Source: an optimization exercise on an open RTL-to-GDS flow (aim: small area, a short achievable clock period and few clock cycles per item). Production flows keep margins and buffers that such runs may drop.
At most, simulation tests tie the RTL to the original design; equivalence was not proved.
No functional check of the RTL was part of run 1.
The clock port is modelled as an ideal driver; clocking choices that lean on that would not hold on a real chip.
Power and IR drop assume default switching activity.

==> design/flow/design.v <==
module adler32(
    input clock,
    input rst_n,
    input size_valid,
    input [31:0] size,
    input data_start,
    input [7:0] data,
    output checksum_valid,
    output [31:0] checksum
);
    reg  [7:0]  d_q;       
    reg         ds_q;      
    reg         fa;        
    reg  [31:0] held;      
    reg         held_ok;   
    reg  [31:0] cnt;       
    reg         active;    
    reg         f2;        
    reg  [15:0] A, B;
    reg         vld;
    wire [31:0] cnt_nx;
    wire [7:0]  zb;        
    wire [7:0]  wz;        
    assign wz[0] = 1'b1;
    assign wz[1] = zb[0];
    assign wz[2] = &zb[1:0];
    assign wz[3] = &zb[2:0];
    assign wz[4] = &zb[3:0];
    assign wz[5] = wz[4] & zb[4];
    assign wz[6] = wz[4] & (&zb[5:4]);
    assign wz[7] = wz[4] & (&zb[6:4]);
    genvar k;
    generate
        for (k = 0; k < 8; k = k + 1) begin : cb
            cnt_blk u_b(.c(cnt[4*k+3:4*k]), .h(held[4*k+3:4*k]), .ld(ds_q),
                        .w(wz[k]), .n(cnt_nx[4*k+3:4*k]), .z(zb[k]));
        end
    endgenerate
    wire f1 = active & cnt[0] & ~|cnt[3:1] & (&zb[7:1]);    
    wire [7:0]  a_lo = fa ? 8'd0 : A[7:0];
    wire [8:0]  sl = a_lo + d_q + fa;
    wire [7:0]  ah1 = A[15:8] + 8'd1;
    wire        hff = &A[15:8];
    wire        hfe = (A[15:8] == 8'hFE);
    wire        lge = &sl[7:4] & |sl[3:0];                   
    wire        ga = ~fa & (sl[8] ? (hff | (hfe & lge)) : (hff & lge));   
    wire [7:0]  la = sl[7:0] + 8'd15;
    wire [7:0]  a_hi = fa ? {7'd0, sl[8]} : (sl[8] ? ah1 : A[15:8]);
    wire [15:0] a_nx = ga ? {8'd0, la} : {a_hi, sl[7:0]};
    wire [16:0] xb = B + A;
    wire        nz = |xb[3:0];
    wire        gb = xb[16] | (&xb[15:4] & nz);
    wire [15:0] yb = {xb[15:4] + {11'd0, nz}, xb[3:0] - 4'd1};
    wire [15:0] b_nx = gb ? yb : xb[15:0];
    always @(posedge clock) begin
        d_q  <= f1 ? 8'd0 : data;
        ds_q <= data_start & rst_n;
        fa   <= ds_q;
        if (size_valid)
            held <= size;
        if (!rst_n) begin
            held_ok <= 1'b0;
            active  <= 1'b0;
            f2      <= 1'b0;
            vld     <= 1'b0;
        end else begin
            if (size_valid)
                held_ok <= 1'b1;
            if (ds_q)
                active <= held_ok;
            else if (f1)
                active <= 1'b0;
            f2  <= f1;
            vld <= f2;
        end
        cnt <= cnt_nx;
        A <= a_nx;
        B <= fa ? 16'd0 : b_nx;
    end
    assign checksum_valid = vld;
    assign checksum = {B, A};
endmodule
module cnt_blk(
    input  [3:0] c,
    input  [3:0] h,
    input        ld,
    input        w,
    output [3:0] n,
    output       z
);
    wire [3:0] t = {w & ~|c[2:0], w & ~|c[1:0], w & ~c[0], w};
    assign n = ld ? h : c ^ t;
    assign z = ~|c;
endmodule
==> design/flow/flow/run.sh <==
#!/bin/bash
# The standard layout (standard.sh) with three changes to how it is made:
#  - the ports get plain buf_2 buffers (BUFFER_PORTS_ARGS) instead of the
#    delay cells that buffer_ports picks by default;
#  - the full and half adder cells are added to the don't-use list, so that
#    synthesis leaves adders as plain gates for ABC, which can then
#    restructure them for speed;
#  - ABC maps the logic with flow/abc.script (&dc2 and &dch restructuring,
#    then a delay-biased map) in place of the flow's area script. The rest of
#    synthesis is synth_recipe.tcl unchanged, so the registers are the same.
# Make's output goes to standard.log; each step's tools log under orfs/logs.
set -o pipefail
W=$PWD
export BUFFER_PORTS_ARGS="-buffer_cell sky130_fd_sc_hd__buf_2"
make -C "$FLOW_HOME" DESIGN_CONFIG="$W/config.mk" WORK_HOME="$W/orfs" print-DONT_USE_CELLS > dont_use_query.log 2>&1
BASE=$(sed -n 's/^DONT_USE_CELLS: //p' dont_use_query.log)
DU="$BASE sky130_fd_sc_hd__fa_1 sky130_fd_sc_hd__fa_2 sky130_fd_sc_hd__fa_4 sky130_fd_sc_hd__ha_1 sky130_fd_sc_hd__ha_2 sky130_fd_sc_hd__ha_4"
cp flow/abc.script "$W/abc_custom.script"
{
  echo "proc abc {args} {"
  echo "  set i [lsearch -exact \$args -script]"
  echo "  if {\$i >= 0} { lset args [expr {\$i + 1}] $W/abc_custom.script }"
  echo "  yosys abc {*}\$args"
  echo "}"
  cat synth_recipe.tcl
} > "$W/custom_synth.tcl"
sed "s#SYNTH_SCRIPT=[^ ]*#SYNTH_SCRIPT=$W/custom_synth.tcl#" standard.sh > "$W/custom_standard.sh"
bash "$W/custom_standard.sh" "DONT_USE_CELLS=$DU" finish > standard.log 2>&1
==> design/flow/flow/abc.script <==
strash
&get -n
&dc2
&dch
&put
map -B 0.9
topo
stime -c
buffer -c
upsize -c
dnsize -c
==> design/flow/standard.sh <==
#!/bin/bash
# synth_recipe.tcl (not shown) runs the flow's synth.tcl, then flattens the netlist and writes it again
# the make line also repeats each setting of config.mk as NAME=value (left out here)
make -C /OpenROAD-flow-scripts/flow DESIGN_CONFIG=/design/flow/config.mk WORK_HOME=/design/flow/orfs CLKGATE_MAP_FILE= SYNTH_SCRIPT=/design/flow/synth_recipe.tcl "${@:-finish}"
==> design/flow/config.mk <==
export PLATFORM = sky130hd
export DESIGN_NAME = adler32
export DESIGN_NICKNAME = adler32
export VERILOG_FILES = /design/flow/design.v
export SDC_FILE = /design/flow/constraint.sdc
export NUM_CORES = 4
export LEC_CHECK = 0
export ABC_AREA = 1
export CAP_MARGIN = 20
export CORE_MARGIN = 2
export CORE_UTILIZATION = 50
export CTS_BUF_LIST = sky130_fd_sc_hd__clkbuf_4 sky130_fd_sc_hd__clkbuf_8
export SETUP_SLACK_MARGIN = 5
export SLEW_MARGIN = 20
==> design/flow/constraint.sdc <==
create_clock -name core_clock -period 7.5 [get_ports {clock}]
set_input_delay 1.5000 -clock core_clock [delete_from_list [all_inputs] [get_ports {clock}]]
set_output_delay 1.5000 -clock core_clock [all_outputs]
set_load 0.01 [all_outputs]
==> key figures, run 1 <==
Placement
  – Placed cell areas: 6010 um2
  – GPL Wtd Cong: 0.811
  – DP Cell Count: 951
  – Hpwl dp: 8490 um
  – Pre-CTS setup slack: 4610 ps
  – Buffers on Ports: 76

Setup path
  – Worst path max stage delay: 410 ps
  – Worst setup startpoint: B[1]
  – Worst Path Buf+Inv: 1
  – FF-to-FF End: B[14]
  – Family with the most delay on the worst path: flip-flops
  – Stages on the worst setup path: 1
  – CP required: 6000 ps
  – CP Capture Point: checksum[17]
  – R2r worst-path depth: 17
  – Worst Setup Start Kind: flip-flop
  – Crit. End Element: primary output
  – Crit path max fanout: 4
  – Critical R2R Launch: A[4]
  – Crit-path slowest cell: dfxtp_1
  – WP data arrival: 940 ps
  – Crit path cell chain: buf_2
  – R2r setup slk: 5150 ps
  – Worst setup path class: reg -> out

Routing
  – First-pass detailed-route iteration total: 5
  – Via-per-instance ratio: 5.01
  – Wire per inst: 11.9 um
  – Antenna viol nets, final: 0
  – Via count: 4990
  – Routed WL: 11900 um
  – DRC: 0
  – DRT iter0 DRCs: 266

Clock tree
  – Root Driver: clkbuf_8
  – Num CTS Buffers: 9
  – CTS tree: done
  – H-tree depth: 3
  – Clk sinks: 110
  – CTS max path bufs: 2
  – CTS clk-pin slew, worst paths: 100 ps
  – Clock latency (worst-skew pair): 370 ps

Logic synthesis
  – Yosys cell types: 43
  – Top cell type's share of synthesized area: 0.283
  – Syn_nets: 790
  – Largest cells by area after synthesis: dfxtp_1, edfxtp_1, nand2_1, nor2_1, inv_1
  – Synth async-reset ratio: 0
  – EDFF count, synth: 32
  – Post-synthesis cell area: 5520 um2
  – Syn Area/Cell: 7.40 um2
  – Post-synthesis cell count: 746
  – Post-synth top area cell: dfxtp_1
  – Yosys synthesis warning count: 1
  – Yosys reg bits: 110
  – Top_reg_cell synth: dfxtp_1
  – Seq/Total Area, Yosys: 0.457

Timing
  – RSZ-0062 raised after global routing: false
  – Total negative slack: 0 ps
  – Max Fclk: 0.409 GHz
  – Final min period: 2440 ps
  – Rel. slew slack: 0.546
  – Hold Vio Cnt, Final: 0
  – PnR worst setup slack: 5060 ps
  – Setup violators final: 0
  – Final count of pins violating max slew: 0
  – Final worst-path cycle share: 0.326
  – Final clock skew: 9.00 ps
  – Worst Max-Slew Pin Slew: 681 ps

Run
  – Max-Cap Viols: 0

Floorplanning
  – Die W: 109 um
  – Initial Util: 0.511
  – I/O Pins: 77
  – Die H: 109 um
  – Die Footprint: 11900 um2
  – # rows: 38
  – Core ar.: 10800 um2

Power
  – Lkg Pwr: 3.36 nW
  – Pwr/cell area: 343 nW/um2
  – Max VDD drop: 256 uV

Layout
  – Final instance area: 6790 um2
  – ANT cells: 0
  – Final net count: 895
  – Area Growth Syn to Fin: 23.0%
  – Final Util: 0.629
  – Layout cells sized above 1: 0.280
  – Final Non-Filler Cells: 996

Global routing
  – Met1 GRT Util: 0.239
  – Vias in the first global route: 4370
  – GR Overflow Total: 0
  – Met3 GRT Util: 0.0269
  – Initial antenna violation count: 0
  – First-pass GRT wire length: 18800 um
  – All-layer global routing usage: 0.201
  – Pin count of the biggest net entering global routing: 59
  – GR Util met2: 0.359
  – Top Usage Layer GRT: met2

Min path
  – Worst hold-check path type: reg -> reg

Status
  – Status: no timing/DRC/antenna violations
area by class of cell:
cell class / count / area (um2)
clock buffer: 11 / 145
clock inverter: 5 / 81.3
fill: 948 / 4010
inverter: 99 / 384
multi-input combinational: 527 / 2840
sequential: 110 / 2570
tap: 140 / 175
timing repair buffer: 103 / 587
timing repair inverter: 1 / 8.76
synthesized netlist by cell type (11+ instances only):
library cell,number
edfxtp_1,32
o21ai_0,21
nand4_1,11
inv_1,98
nand2_2,14
a21oi_1,39
dfxtp_1,78
nand2_1,198
nand3_1,34
nor2_1,102
a31oi_1,26
nor3_1,14
repair_timing:
| action | CTS | global route |
|---|---|---|
| endpoints found under the setup margin | 46 | 47 |
| hold buffers | 0 | 0 |
| buffers inserted | 2 | 24 |
| gates resized for setup | 24 | 84 |
| pin swaps | 4 | 31 |
| cloned | 1 | 2 |
cells in the final DEF, fill, tap and decap left out, drive strengths merged, types with 4 or more instances in the layout:
cell      n
clkbuf   11
or2       8
edfxtp   32
o21bai    4
a31oi    26
nand3b    8
nand4    12
a21oi    40
nor3     14
dfxtp    78
buf     103
inv     100
xor2      7
nor2    113
nand3    41
a21o      5
nand2   216
o21ai    22
worst reg2reg max path, delay by kind of cell (launching register included):
kind            cells  cell delay (ps)
flops               1              380
compound gates      1              150
buf+inv             1               40
simple gates       15             1720
metrics by stage:
| step | hold WS [ps] | total power [mW] |
|---|---|---|
| after detailed placement | 409 | 1.73 |
| final | 423 | 2.33 |
| after global routing | 444 | 2.51 |
| after floorplan | 329 | 1.51 |
| after global placement | 396 | 1.71 |
| after CTS | 430 | 2.15 |
registers in the layout, summed over array words and instances (netlist names):
name and cells:
vld 1, held_ok 1, fa 1, A 16, cnt 32, B 16, held 32, active 1
d_q 8, ds_q 1, f2 1
worst min-delay path by stage:
stage,start,end,slack (ps),cells past startpoint
floorplan,ds_q,fa,330,0
global placement,f2,vld,400,2
detailed placement,f2,vld,410,2
CTS,f2,vld,430,2
global route,f2,vld,440,2
finish,f2,vld,420,2
logic make-up (layout without fill, tap and decap cells):
group / after synthesis / in the layout / share of synthesized area
AND/OR/NAND/NOR: 417 / 419 / 0.345
buffers and inverters: 111 / 219 / 0.0800
flip-flops: 110 / 110 / 0.457
AO/OA/AOI/OAI: 100 / 100 / 0.104
XOR/XNOR: 8 / 8 / 0.0141
per-layer routing:
| metal | wire (um) | up-vias |
|---|---|---|
| li1 | - | 2631 |
| met1 | 5270 | 2249 |
| met2 | 6040 | 94 |
| met3 | 344 | 16 |
| met4 | 199 | 0 |
| met5 | 0 | - |
power breakdown:
group	internal (mW)	total [mW]	leakage (nW)	switching (mW)
Sequential	0.738	0.850	0.972	0.113
Clock	0.202	0.397	0.115	0.195
Combinational	0.421	1.08	2.27	0.660
==> inputs of run 2 (changes only) <==
--- a/design/flow/design.v
+++ b/design/flow/design.v
@@ -38,14 +38,13 @@
     endgenerate
     wire f1 = active & cnt[0] & ~|cnt[3:1] & (&zb[7:1]);    
-    wire [7:0]  a_lo = fa ? 8'd0 : A[7:0];
-    wire [8:0]  sl = a_lo + d_q + fa;
-    wire [7:0]  ah1 = A[15:8] + 8'd1;
-    wire        hff = &A[15:8];
-    wire        hfe = (A[15:8] == 8'hFE);
+    wire [15:0] a_in = fa ? 16'd0 : A;
+    wire [8:0]  sl = a_in[7:0] + d_q + fa;
+    wire [7:0]  ah1 = a_in[15:8] + 8'd1;
+    wire        hff = &a_in[15:8];
+    wire        hfe = (a_in[15:8] == 8'hFE);
     wire        lge = &sl[7:4] & |sl[3:0];                   
-    wire        ga = ~fa & (sl[8] ? (hff | (hfe & lge)) : (hff & lge));   
+    wire        ga = sl[8] ? (hff | (hfe & lge)) : (hff & lge);   
     wire [7:0]  la = sl[7:0] + 8'd15;
-    wire [7:0]  a_hi = fa ? {7'd0, sl[8]} : (sl[8] ? ah1 : A[15:8]);
-    wire [15:0] a_nx = ga ? {8'd0, la} : {a_hi, sl[7:0]};
+    wire [15:0] a_nx = ga ? {8'd0, la} : {sl[8] ? ah1 : a_in[15:8], sl[7:0]};
     wire [16:0] xb = B + A;
     wire        nz = |xb[3:0];
==> run 2 against run 1 <==
  * Sequential power is 0.5% higher
  * Worst setup slack got worse by 8.7 ps
  * Synthesized cell count grew 2.0%
  * Combinational power barely moved
  * Global-route usage rose by 0.31 points
  * Design area is 2.8% lower
  * Clock skew rose by 3.7 ps
  * Worst hold slack improved by 0.84 ps
  * Critical path type unchanged
  * Fmax down 0.35%
  * Critical path depth is the same
==> key figures, run 2 <==
Global routing
  – GR Util met2: 0.363 (+0.00359)
  – GR Overflow Total: 0 (unchanged)
  – Top Usage Layer GRT: met2
  – Pin count of the biggest net entering global routing: 61 (+3.4%)
  – Met3 GRT Util: 0.0313 (+0.00445)
  – Initial antenna violation count: 0 (unchanged)
  – Vias in the first global route: 4424 (+1.2%)
  – Met1 GRT Util: 0.255 (+0.0160)
  – First-pass GRT wire length: 19200 um (+2.1%)
  – All-layer global routing usage: 0.204 (+0.00311)

Logic synthesis
  – Post-synthesis cell count: 761 (+2.0%)
  – Most frequent cells after synthesis: nand2_1, nor2_1, inv_1
  – Syn_nets: 805 (+1.9%)
  – Synth async-reset ratio: 0 (unchanged)
  – Yosys synthesis warning count: 1 (unchanged)
  – Yosys cell types: 37 (-14%)
  – Syn Area/Cell: 7.16 um2 (-3.1%)
  – EDFF count, synth: 32 (unchanged)
  – Largest cells by area after synthesis: dfxtp_1, edfxtp_1, nand2_1, nor2_1, inv_1
  – Most frequent cell after synthesis: nand2_1
  – Top cell type's share of synthesized area: 0.286 (+0.00344)
  – Top_reg_cell synth: dfxtp_1
  – Post-synthesis cell area: 5450 um2 (-1.2%)
  – Seq/Total Area, Yosys: 0.463 (+0.00556)
  – Post-synth top area cell: dfxtp_1
  – Yosys reg bits: 110 (unchanged)

Layout
  – Commonest non-fill, non-tap cells in the layout: nand2_1, nor2_1, inv_1
  – Most common cell after layout, fill and taps aside: nand2_1
  – Fill cells: 1047 (+10%)
  – Final Util: 0.614 (-0.0149)
  – ANT cells: 0 (unchanged)
  – Final Non-Filler Cells: 1007 (+1.1%)
  – Final net count: 906 (+1.2%)
  – Final instance area: 6600 um2 (-2.8%)
  – Top flop regs: cnt (32), held (32)
  – Area Growth Syn to Fin: 21.0%
  – Layout cells sized above 1: 0.240 (-0.0405)

Placement
  – DP Cell Count: 965 (+1.5%)
  – Hpwl dp: 8520 um (+0.31%)
  – GPL Wtd Cong: 0.801 (-1.3%)
  – Placed cell areas: 5930 um2 (-1.4%)
  – Buffers on Ports: 76 (unchanged)

Setup path
  – Worst Path Buf+Inv: 1 (unchanged)
  – Crit path max fanout: 6 (+2)
  – Critical R2R Launch: fa
  – Crit-path slowest cell: dfxtp_2
  – Worst Setup Start Kind: flip-flop
  – Family with the most delay on the worst path: flip-flops
  – Worst setup startpoint: A[13]
  – CP required: 6000 ps (about the same)
  – R2r worst-path depth: 16 (-1)
  – Worst setup path class: reg -> out
  – Crit. End Element: primary output
  – R2r setup slk: 5140 ps (about the same)
  – Crit path cell chain: buf_2
  – Worst path max stage delay: 410 ps (about the same)
  – Stages on the worst setup path: 1 (unchanged)
  – WP data arrival: 950 ps (about the same)

Routing
  – Wire per inst: 11.9 um (-0.39%)
  – Antenna viol nets, final: 0 (unchanged)
  – Routed WL: 11900 um (+0.71%)
  – Via-per-instance ratio: 5.02 (+0.18%)
  – DRC: 0 (unchanged)
  – Via count: 5054 (+1.3%)
  – First-pass detailed-route iteration total: 5 (unchanged)
  – DRT iter0 DRCs: 245 (-7.9%)

Clock tree
  – Hold Buf Count CTS: 0 (unchanged)
  – Root Driver: clkbuf_8
  – CTS tree: done
  – CTS clk-pin slew, worst paths: 100 ps (about the same)
  – Clock latency (worst-skew pair): 380 ps (about the same)
  – H-tree depth: 3 (unchanged)
  – Clk sinks: 110 (unchanged)
  – Num CTS Buffers: 9 (unchanged)
  – CTS max path bufs: 2 (unchanged)

Floorplanning
  – Die Footprint: 11800 um2 (-1.2%)
  – Initial Util: 0.507 (-0.00391)
  – Die W: 108 um (-0.58%)
  – # rows: 38 (unchanged)
  – Core ar.: 10700 um2 (-0.44%)
  – Die H: 108 um (-0.58%)
  – I/O Pins: 77 (unchanged)

Min path
  – Min-delay src: f2
  – Number of cells on the worst hold path: 2 (unchanged)
  – Worst hold-check path type: reg -> reg

Timing
  – Final count of pins violating max slew: 0 (unchanged)
  – Final min period: 2450 ps (+8.70 ps)
  – Final worst-path cycle share: 0.327 (+0.00116)
  – Setup violators final: 0 (unchanged)
  – Final clock skew: 12.7 ps (+3.70 ps)
  – Smallest hold slack: 424 ps (+0.842 ps)
  – Total negative slack: 0 ps (unchanged)
  – Hold Vio Cnt, Final: 0 (unchanged)
  – Worst Max-Slew Pin Slew: 694 ps (+12.7 ps)
  – Rel. slew slack: 0.538 (-0.00849)
  – Max Fclk: 0.408 GHz (-0.35%)
  – RSZ-0062 raised after global routing: true

Run
  – Max-Cap Viols: 0 (unchanged)

Power
  – Pwr/cell area: 349 nW/um2 (+1.8%)
  – Lkg Pwr: 3.32 nW (-1.2%)
  – Max VDD drop: 203 uV (-21%)

Status
  – Status: no timing/DRC/antenna violations
## run 2: cell types whose count changed after synthesis, moves of 4 or more
cell     previous run  this run
inv_1              98       105
nor2_2              5         9
nand2_2            14         5
nand2_1           198       206
nand3_1            34        40
nor2_4              6         1
nor2_1            102       118
## run 2: worst reg2reg max path, stage by stage (launching register included)
cell      delay [ps]
dfxtp_4          410
buf_4            150
o21bai_1         130
nand2_1          100
o21ai_2          200
nand3_1          110
nand2_2           90
xor2_1           180
nand2_1          110
nor2_2           160
nand2_2           90
nor2_2           110
nand2_2          110
nand2_4          130
nand2_1           80
nand2_1           60
nand2_1           40
## run 2: final timing paths
kind	to
max	checksum[13]
min	vld
max reg2reg	A[3]
min reg2reg	vld
## run 2: where the power goes
part           switching, mW  internal (mW)  leakage [nW]
sequential             0.109          0.745         0.970
combinational          0.687          0.396          2.25
clock                  0.200          0.165         0.101
total                  0.997           1.31          3.32
## run 2: kinds of logic (layout without fill, tap and decap cells)
family                 Yosys count  in the layout  synth area share
AO/OA/AOI/OAI                   92             92            0.0920
XOR/XNOR                        10             10            0.0161
buffers and inverters          120            223            0.0893
flip-flops                     110            110             0.463
AND/OR/NAND/NOR                429            432             0.340
## run 2: area by class of cell
| class | count | area (um2) | area share |
|---|---|---|---|
| clock inverter | 6 | 67.6 | 0.0102 |
| inverter | 107 | 414 | 0.0628 |
| tap | 140 | 175 | 0.0266 |
| multi-input combinational | 534 | 2680 | 0.407 |
| timing repair buffer | 99 | 551 | 0.0835 |
| timing repair inverter | 1 | 8.76 | 0.00133 |
| sequential | 110 | 2560 | 0.388 |
| clock buffer | 10 | 138 | 0.0209 |
## run 2: per-stage QoR
step | total power [mW] | worst slack, ps
2_1_floorplan | 1.56 | 5320
3_3_place_gp | 1.78 | 4420
6_report | 2.30 | 5050
4_1_cts | 2.18 | 5000
5_1_grt | 2.51 | 4910
3_5_place_dp | 1.80 | 4320
## run 2: layer usage
layer	routed length (um)	vias up
met1	5260	2309
met2	6180	92
li1	-	2642
met5	0	-
met3	367	11
met4	135	0
## run 2: repair_timing
item | CTS | global route
cloned | 1 | 3
buffers inserted | 2 | 20
endpoints found under the setup margin | 41 | 43
pin swaps | 8 | 29
gates resized for setup | 22 | 64
Testbench counts of run 2, summed over its fixed seeds: cycles 572,122, bytes 568,898.
==> inputs of run 3 (changes only) <==
--- a/design/flow/config.mk
+++ b/design/flow/config.mk
@@ -10,5 +10,5 @@
 export CORE_MARGIN = 2
 export CORE_UTILIZATION = 50
-export CTS_BUF_LIST = sky130_fd_sc_hd__clkbuf_4 sky130_fd_sc_hd__clkbuf_8
+export CTS_BUF_LIST = sky130_fd_sc_hd__clkbuf_8 sky130_fd_sc_hd__clkbuf_16
 export SETUP_SLACK_MARGIN = 5
 export SLEW_MARGIN = 20
==> run 3 against run 2 <==
  * Non-clock buffer count unchanged
  * Largest power group unchanged
  * Register-to-register slack about the same
  * Worst hold slack stayed put
  * Sequential cell count did not move
  * Wire length unchanged
  * Still clean on timing, DRC and antenna
==> key figures, run 3 <==
Status
  – Status: no timing/DRC/antenna violations

Logic synthesis
  – Post-Synth Simple-Gate Area: 0.340 (unchanged)
  – Most frequent cell after synthesis: nand2_1
  – Yosys cell types: 37 (unchanged)
  – EDFF count, synth: 32 (unchanged)
  – Synth Area in Adders: 0 (unchanged)
  – Multiplexer share of the synthesized area: 0 (unchanged)
  – Most frequent cells after synthesis: nand2_1, nor2_1, inv_1
  – Largest cells by area after synthesis: dfxtp_1, edfxtp_1, nand2_1, nor2_1, inv_1
  – Post-synthesis cell area: 5450 um2 (unchanged)
  – Post-Synth XOR/XNOR Area: 0.0161 (unchanged)
  – Top cell type's share of synthesized area: 0.286 (unchanged)
  – Syn Area/Cell: 7.16 um2 (unchanged)
  – Syn_nets: 805 (unchanged)
  – Yosys reg bits: 110 (unchanged)
  – Post-synth top area cell: dfxtp_1
  – Yosys synthesis warning count: 1 (unchanged)
  – Compound-gate portion of the synthesized area: 0.0920 (unchanged)
  – Synth async-reset ratio: 0 (unchanged)
  – Largest family of logic cells by synthesized area: simple AND/OR/NAND/NOR gates
  – Seq/Total Area, Yosys: 0.463 (unchanged)
  – Top_reg_cell synth: dfxtp_1
  – Post-synthesis cell count: 761 (unchanged)

Timing
  – Final worst-path cycle share: 0.327 (unchanged)
  – Rel. slew slack: 0.538 (unchanged)
  – Total negative slack: 0 ps (unchanged)
  – Max Fclk: 0.408 GHz (unchanged)
  – RSZ-0062 raised after global routing: true
  – Hold Vio Cnt, Final: 0 (unchanged)
  – Final count of pins violating max slew: 0 (unchanged)
  – Final min period: 2450 ps (unchanged)
  – Worst Max-Slew Pin Slew: 694 ps (unchanged)
  – Final clock skew: 12.7 ps (unchanged)
  – Setup violators final: 0 (unchanged)

Setup path
  – Crit-path slowest cell: dfxtp_2
  – CP required: 6000 ps (about the same)
  – Worst path max stage delay: 410 ps (about the same)
  – Family with the most delay on the worst path: flip-flops
  – Crit path max fanout: 6 (unchanged)
  – WP data arrival: 950 ps (about the same)
  – Worst setup path class: reg -> out
  – Crit. End Element: primary output
  – Crit path cell chain: buf_2
  – Worst Path Buf+Inv: 1 (unchanged)
  – Worst Setup Start Kind: flip-flop

Clock tree
  – Root Driver: clkbuf_8
  – Clock latency (worst-skew pair): 380 ps (about the same)
  – CTS tree: done
  – H-tree depth: 3 (unchanged)
  – Hold Buf Count CTS: 0 (unchanged)
  – CTS max path bufs: 2 (unchanged)
  – Num CTS Buffers: 9 (unchanged)
  – CTS clk-pin slew, worst paths: 100 ps (about the same)
  – Clk sinks: 110 (unchanged)

Floorplanning
  – I/O Pins: 77 (unchanged)
  – Die H: 108 um (unchanged)
  – # rows: 38 (unchanged)
  – Die W: 108 um (unchanged)
  – Initial Util: 0.507 (unchanged)
  – Core ar.: 10700 um2 (unchanged)
  – Die Footprint: 11800 um2 (unchanged)

Power
  – Pwr/cell area: 349 nW/um2 (unchanged)
  – Lkg Pwr: 3.32 nW (unchanged)
  – Max VDD drop: 203 uV (unchanged)

Placement
  – Hpwl dp: 8520 um (unchanged)
  – DP Cell Count: 965 (unchanged)
  – Buffers on Ports: 76 (unchanged)
  – GPL Wtd Cong: 0.801 (unchanged)

Global routing
  – All-layer global routing usage: 0.204 (unchanged)
  – First-pass GRT wire length: 19200 um (unchanged)
  – GR Overflow Total: 0 (unchanged)
  – Top Usage Layer GRT: met2
  – Met1 GRT Util: 0.255 (unchanged)
  – Met3 GRT Util: 0.0313 (unchanged)
  – Pin count of the biggest net entering global routing: 61 (unchanged)
  – GR Util met2: 0.363 (unchanged)
  – Initial antenna violation count: 0 (unchanged)
  – Vias in the first global route: 4424 (unchanged)

Layout
  – Top flop regs: cnt (32), held (32)
  – Commonest non-fill, non-tap cells in the layout: nand2_1, nor2_1, inv_1
  – Area Growth Syn to Fin: 21.0% (unchanged)
  – Final Non-Filler Cells: 1007 (unchanged)
  – Final net count: 906 (unchanged)
  – Layout cells sized above 1: 0.240 (unchanged)
  – Most common cell after layout, fill and taps aside: nand2_1
  – ANT cells: 0 (unchanged)

Routing
  – Via count: 5054 (unchanged)
  – DRC: 0 (unchanged)
  – First-pass detailed-route iteration total: 5 (unchanged)
  – Via-per-instance ratio: 5.02 (unchanged)
  – Wire per inst: 11.9 um (unchanged)
  – DRT iter0 DRCs: 245 (unchanged)
  – Routed WL: 11900 um (unchanged)
  – Antenna viol nets, final: 0 (unchanged)

Run
  – Max-Cap Viols: 0 (unchanged)

Min path
  – Worst hold-check path type: reg -> reg
[run 3: cell counts after synthesis]
No cell type changed its count.
[run 3: per-stage QoR]
| step | power, mW | hold WS (ps) | setup slack [ps] | utilization | cell area, um2 |
|---|---|---|---|---|---|
| finish | 2.30 | 424 | 5050 | 0.614 | 6600 |
| global route | 2.51 | 473 | 4910 | 0.614 | 6600 |
| CTS | 2.18 | 428 | 5000 | 0.580 | 6230 |
| detailed placement | 1.80 | 405 | 4320 | 0.552 | 5930 |
| global placement | 1.78 | 395 | 4420 | 0.552 | 5930 |
| floorplan | 1.56 | 390 | 5320 | - | 5450 |
[run 3: path summary, 6_finish.rpt]
path                             from  slack [ps]  depth (start not counted)            to
worst max-delay path            A[13]        5050                          1  checksum[13]
worst min-delay path               f2         420                          2           vld
worst max register to register     fa        5140                         16          A[3]
worst min register to register     f2         420                          2           vld
[run 3: power breakdown]
| part | internal, mW | total [mW] | switching (mW) |
|---|---|---|---|
| sequential | 0.745 | 0.854 | 0.109 |
| clock | 0.165 | 0.366 | 0.200 |
| combinational | 0.396 | 1.08 | 0.687 |
[run 3: cells by family (layout without fill, tap and decap cells)]
logic type | count (synthesis) | count (layout)
simple gates | 429 | 432
flops | 110 | 110
xor+xnor | 10 | 10
buf+inv | 120 | 223
compound gates | 92 | 92
[run 3: tightest hold or removal path, delay by kind of cell, from the launching register on]
kind                   cells  cell delay (ps)
buffers and inverters      1               30
flip-flops                 1              310
AND/OR/NAND/NOR            1               50
[run 3: final cells by class]
cell class              instances  area, um2
repair inverters                1       8.76
fillers                      1047       4150
multi-input cells             534       2680
flip-flops and latches        110       2560
well taps                     140        175
clock buffers                  10        138
repair buffers                 99        551
clock inverters                 6       67.6
inverters                     107        414
[run 3: per-layer routing]
layer,part of all wire,up-vias
met3,0.031,11
met5,0,-
li1,-,2642
met4,0.011,0
met2,0.52,92
met1,0.44,2309
[run 3: timing repair]
action	4_1_cts	5_1_grt
cloned	1	3
endpoints found under the setup margin	41	43
buffers inserted	2	20
hold endpoints to repair	0	0
gates resized for setup	22	64
pin swaps	8	29
==> inputs of run 4 (changes only) <==
--- a/design/flow/flow/run.sh
+++ b/design/flow/flow/run.sh
@@ -26,3 +26,3 @@
 } > "$W/custom_synth.tcl"
 sed "s#SYNTH_SCRIPT=[^ ]*#SYNTH_SCRIPT=$W/custom_synth.tcl#" standard.sh > "$W/custom_standard.sh"
-bash "$W/custom_standard.sh" "DONT_USE_CELLS=$DU" finish > standard.log 2>&1
+bash "$W/custom_standard.sh" "DONT_USE_CELLS=$DU" "POST_CTS_TCL=$W/flow/post_cts.tcl" finish > standard.log 2>&1
==> design/flow/flow/post_cts.tcl (new file) <==
# One more setup repair pass after clock tree synthesis, with a slightly
# tighter margin than the flow settings allow.
repair_timing -setup -setup_margin 5.1 -repair_tns 100 -verbose
detailed_placement
check_placement -verbose
--- a/design/flow/config.mk
+++ b/design/flow/config.mk
@@ -10,5 +10,5 @@
 export CORE_MARGIN = 2
 export CORE_UTILIZATION = 50
-export CTS_BUF_LIST = sky130_fd_sc_hd__clkbuf_8 sky130_fd_sc_hd__clkbuf_16
+export CTS_BUF_LIST = sky130_fd_sc_hd__clkbuf_4 sky130_fd_sc_hd__clkbuf_8
 export SETUP_SLACK_MARGIN = 5
 export SLEW_MARGIN = 20
==> run 4 against run 3 <==
  * Still clean
  * Worst setup slack improved by 40 ps
  * Sequential share of layout area decreased by 0.13 points
  * Via count increased by 1.0%
  * Count of clock-buffer cells in the layout unchanged
  * Clock skew decreased by 0.53 ps
  * Clock power about the same
  * Largest cell class unchanged
  * Highest routed layer unchanged
==> key figures, run 4 <==
Status
  – Status: no timing/DRC/antenna violations

Placement
  – GPL Wtd Cong: 0.801 (unchanged)
  – Hpwl dp: 8520 um (unchanged)
  – DP Cell Count: 965 (unchanged)
  – Buffers on Ports: 76 (unchanged)

Logic synthesis
  – Yosys synthesis warning count: 1 (unchanged)
  – Most frequent cells after synthesis: nand2_1, nor2_1, inv_1
  – Post-synthesis cell area: 5450 um2 (unchanged)
  – Yosys cell types: 37 (unchanged)
  – Synth async-reset ratio: 0 (unchanged)
  – Syn_nets: 805 (unchanged)
  – Most frequent cell after synthesis: nand2_1
  – Largest cells by area after synthesis: dfxtp_1, edfxtp_1, nand2_1, nor2_1, inv_1
  – Syn Area/Cell: 7.16 um2 (unchanged)
  – Top_reg_cell synth: dfxtp_1
  – Post-synthesis cell count: 761 (unchanged)
  – Top cell type's share of synthesized area: 0.286 (unchanged)
  – EDFF count, synth: 32 (unchanged)
  – Seq/Total Area, Yosys: 0.463 (unchanged)
  – Yosys reg bits: 110 (unchanged)
  – Post-synth top area cell: dfxtp_1

Run
  – Max-Cap Viols: 0 (unchanged)

Timing
  – Hold Vio Cnt, Final: 0 (unchanged)
  – Max Fclk: 0.415 GHz (+1.7%)
  – Final clock skew: 12.2 ps (-0.530 ps)
  – Total negative slack: 0 ps (unchanged)
  – RSZ-0062 raised after global routing: true
  – Final min period: 2410 ps (-40.1 ps)
  – Rel. slew slack: 0.533 (-0.00462)
  – Worst Max-Slew Pin Slew: 701 ps (+6.94 ps)
  – Final count of pins violating max slew: 0 (unchanged)
  – Setup violators final: 0 (unchanged)
  – Final worst-path cycle share: 0.321 (-0.00535)

Power
  – Max VDD drop: 205 uV (+0.74%)
  – Pwr/cell area: 349 nW/um2 (-0.15%)
  – Lkg Pwr: 3.36 nW (+1.4%)

Setup path
  – Crit path cell chain: buf_2
  – Family with the most delay on the worst path: flip-flops
  – WP data arrival: 910 ps (-40 ps)
  – Crit path max fanout: 5 (-1)
  – Worst Setup Start Kind: flip-flop
  – Worst Path Buf+Inv: 1 (unchanged)
  – Crit-path slowest cell: dfxtp_2
  – Worst setup path class: reg -> out
  – Worst path max stage delay: 390 ps (-20 ps)
  – Crit. End Element: primary output
  – CP required: 6000 ps (about the same)

Routing
  – Via count: 5106 (+1.0%)
  – Antenna viol nets, final: 0 (unchanged)
  – First-pass detailed-route iteration total: 5 (unchanged)
  – Via-per-instance ratio: 5.04 (+0.33%)
  – Routed WL: 12300 um (+3.2%)
  – DRT iter0 DRCs: 272 (+11%)
  – DRC: 0 (unchanged)
  – Wire per inst: 12.2 um (+2.4%)

Layout
  – Top flop regs: cnt (32), held (32)
  – Most common cell after layout, fill and taps aside: nand2_1
  – Commonest non-fill, non-tap cells in the layout: nand2_1, nor2_1, inv_1
  – ANT cells: 0 (unchanged)
  – Final net count: 913 (+0.77%)
  – Final Non-Filler Cells: 1014 (+0.70%)
  – Layout cells sized above 1: 0.245 (+0.00494)
  – Area Growth Syn to Fin: 22.4%

Floorplanning
  – Die W: 108 um (unchanged)
  – Core ar.: 10700 um2 (unchanged)
  – Die H: 108 um (unchanged)
  – Initial Util: 0.507 (unchanged)
  – I/O Pins: 77 (unchanged)
  – # rows: 38 (unchanged)
  – Die Footprint: 11800 um2 (unchanged)

Global routing
  – GR Overflow Total: 0 (unchanged)
  – First-pass GRT wire length: 19900 um (+3.8%)
  – Initial antenna violation count: 0 (unchanged)
  – All-layer global routing usage: 0.213 (+0.00866)
  – Vias in the first global route: 4579 (+3.5%)
  – Pin count of the biggest net entering global routing: 61 (unchanged)

Min path
  – Worst hold-check path type: reg -> reg

Clock tree
  – Clock latency (worst-skew pair): 380 ps (about the same)
  – CTS clk-pin slew, worst paths: 100 ps (about the same)
  – CTS tree: done
  – Clk sinks: 110 (unchanged)
==> run 4: cells by family (layout without fill, tap and decap cells) <==
logic type             Yosys count  count (layout)  share of synthesized area
AND/OR/NAND/NOR                429             432                      0.340
buffers and inverters          120             230                     0.0893
flip-flops                     110             110                      0.463
AO/OA/AOI/OAI                   92              92                     0.0920
XOR/XNOR                        10              10                     0.0161
==> run 4: per-stage QoR <==
| stage | area [um2] | hold slack (ps) | power [mW] | util | setup slack [ps] |
|---|---|---|---|---|---|
| floorplan | 5450 | 390 | 1.56 | - | 5320 |
| global placement | 5930 | 395 | 1.78 | 0.552 | 4420 |
| detailed placement | 5930 | 405 | 1.80 | 0.552 | 4320 |
| global route | 6680 | 472 | 2.53 | 0.621 | 4900 |
| finish | 6680 | 421 | 2.33 | 0.621 | 5090 |
==> run 4: layer usage <==
metal,global-route usage,part of all wire,vias up
met3,0.0338,0.037,15
met2,0.378,0.51,113
met4,0.0705,0.014,0
met1,0.263,0.43,2323
met5,0,0,-
li1,-,-,2655
==> run 4: where the power goes <==
group	switching, mW	total, mW	leakage, nW	internal [mW]
sequential	0.107	0.858	0.973	0.750
clock	0.202	0.368	0.101	0.165
combinational	0.684	1.10	2.29	0.418
total	0.993	2.33	3.36	1.33
==> run 4: cell type report <==
cell class                      count  area (um2)
Fill cell                        1042        4070
Clock inverter                      6        67.6
Sequential cell                   110        2580
Timing Repair inverter              1        8.76
Multi-Input combinational cell    534        2640
Tap cell                          140         175
Clock buffer                       10         138
Timing Repair Buffer              106         649
Inverter                          107         414
==> run 4: final timing paths <==
kind,start,to,slack [ps],depth (start not counted)
setup / recovery,A[10],checksum[10],5090,1
hold / removal,f2,vld,420,2
hold reg to reg,f2,vld,420,2
setup reg to reg,cnt[1],cnt[31],5110,18

[separate check: timing with driven ports]
How much do the figures lean on ideal ports? The routed layouts below were timed once more, with nothing changed but the port constraints. Step 1, drivers: a clkbuf_16 drives clock and a buf_2 each remaining input, both assumed. Step 2 times the ports against the registers' clock, not the clock port: input delays grow and output delays shrink by t, the midpoint of the rising clock arrivals with the driver on. a / b / c = ideal ports / drivers / drivers and shift; a / b = the first two.
| run | t, ns | slack for setup (ns) | hold slack, ns |
|---|---|---|---|
| run 1 | 0.400 | 5.058 / 5.024 / 5.079 | 0.423 / 0.423 / 0.423 |
| run 2 | 0.402 | 5.049 / 5.017 / 5.072 | 0.424 / 0.424 / 0.424 |
| run 3 | 0.402 | 5.049 / 5.017 / 5.072 | 0.424 / 0.424 / 0.424 |
| run 4 | 0.405 | 5.089 / 5.057 / 5.067 | 0.421 / 0.421 / 0.421 |
After both steps every run listed still meets setup and hold. For run 4, which loses most, drivers alone change the setup slack by -0.032 ns; drivers and shift together by -0.022 ns.
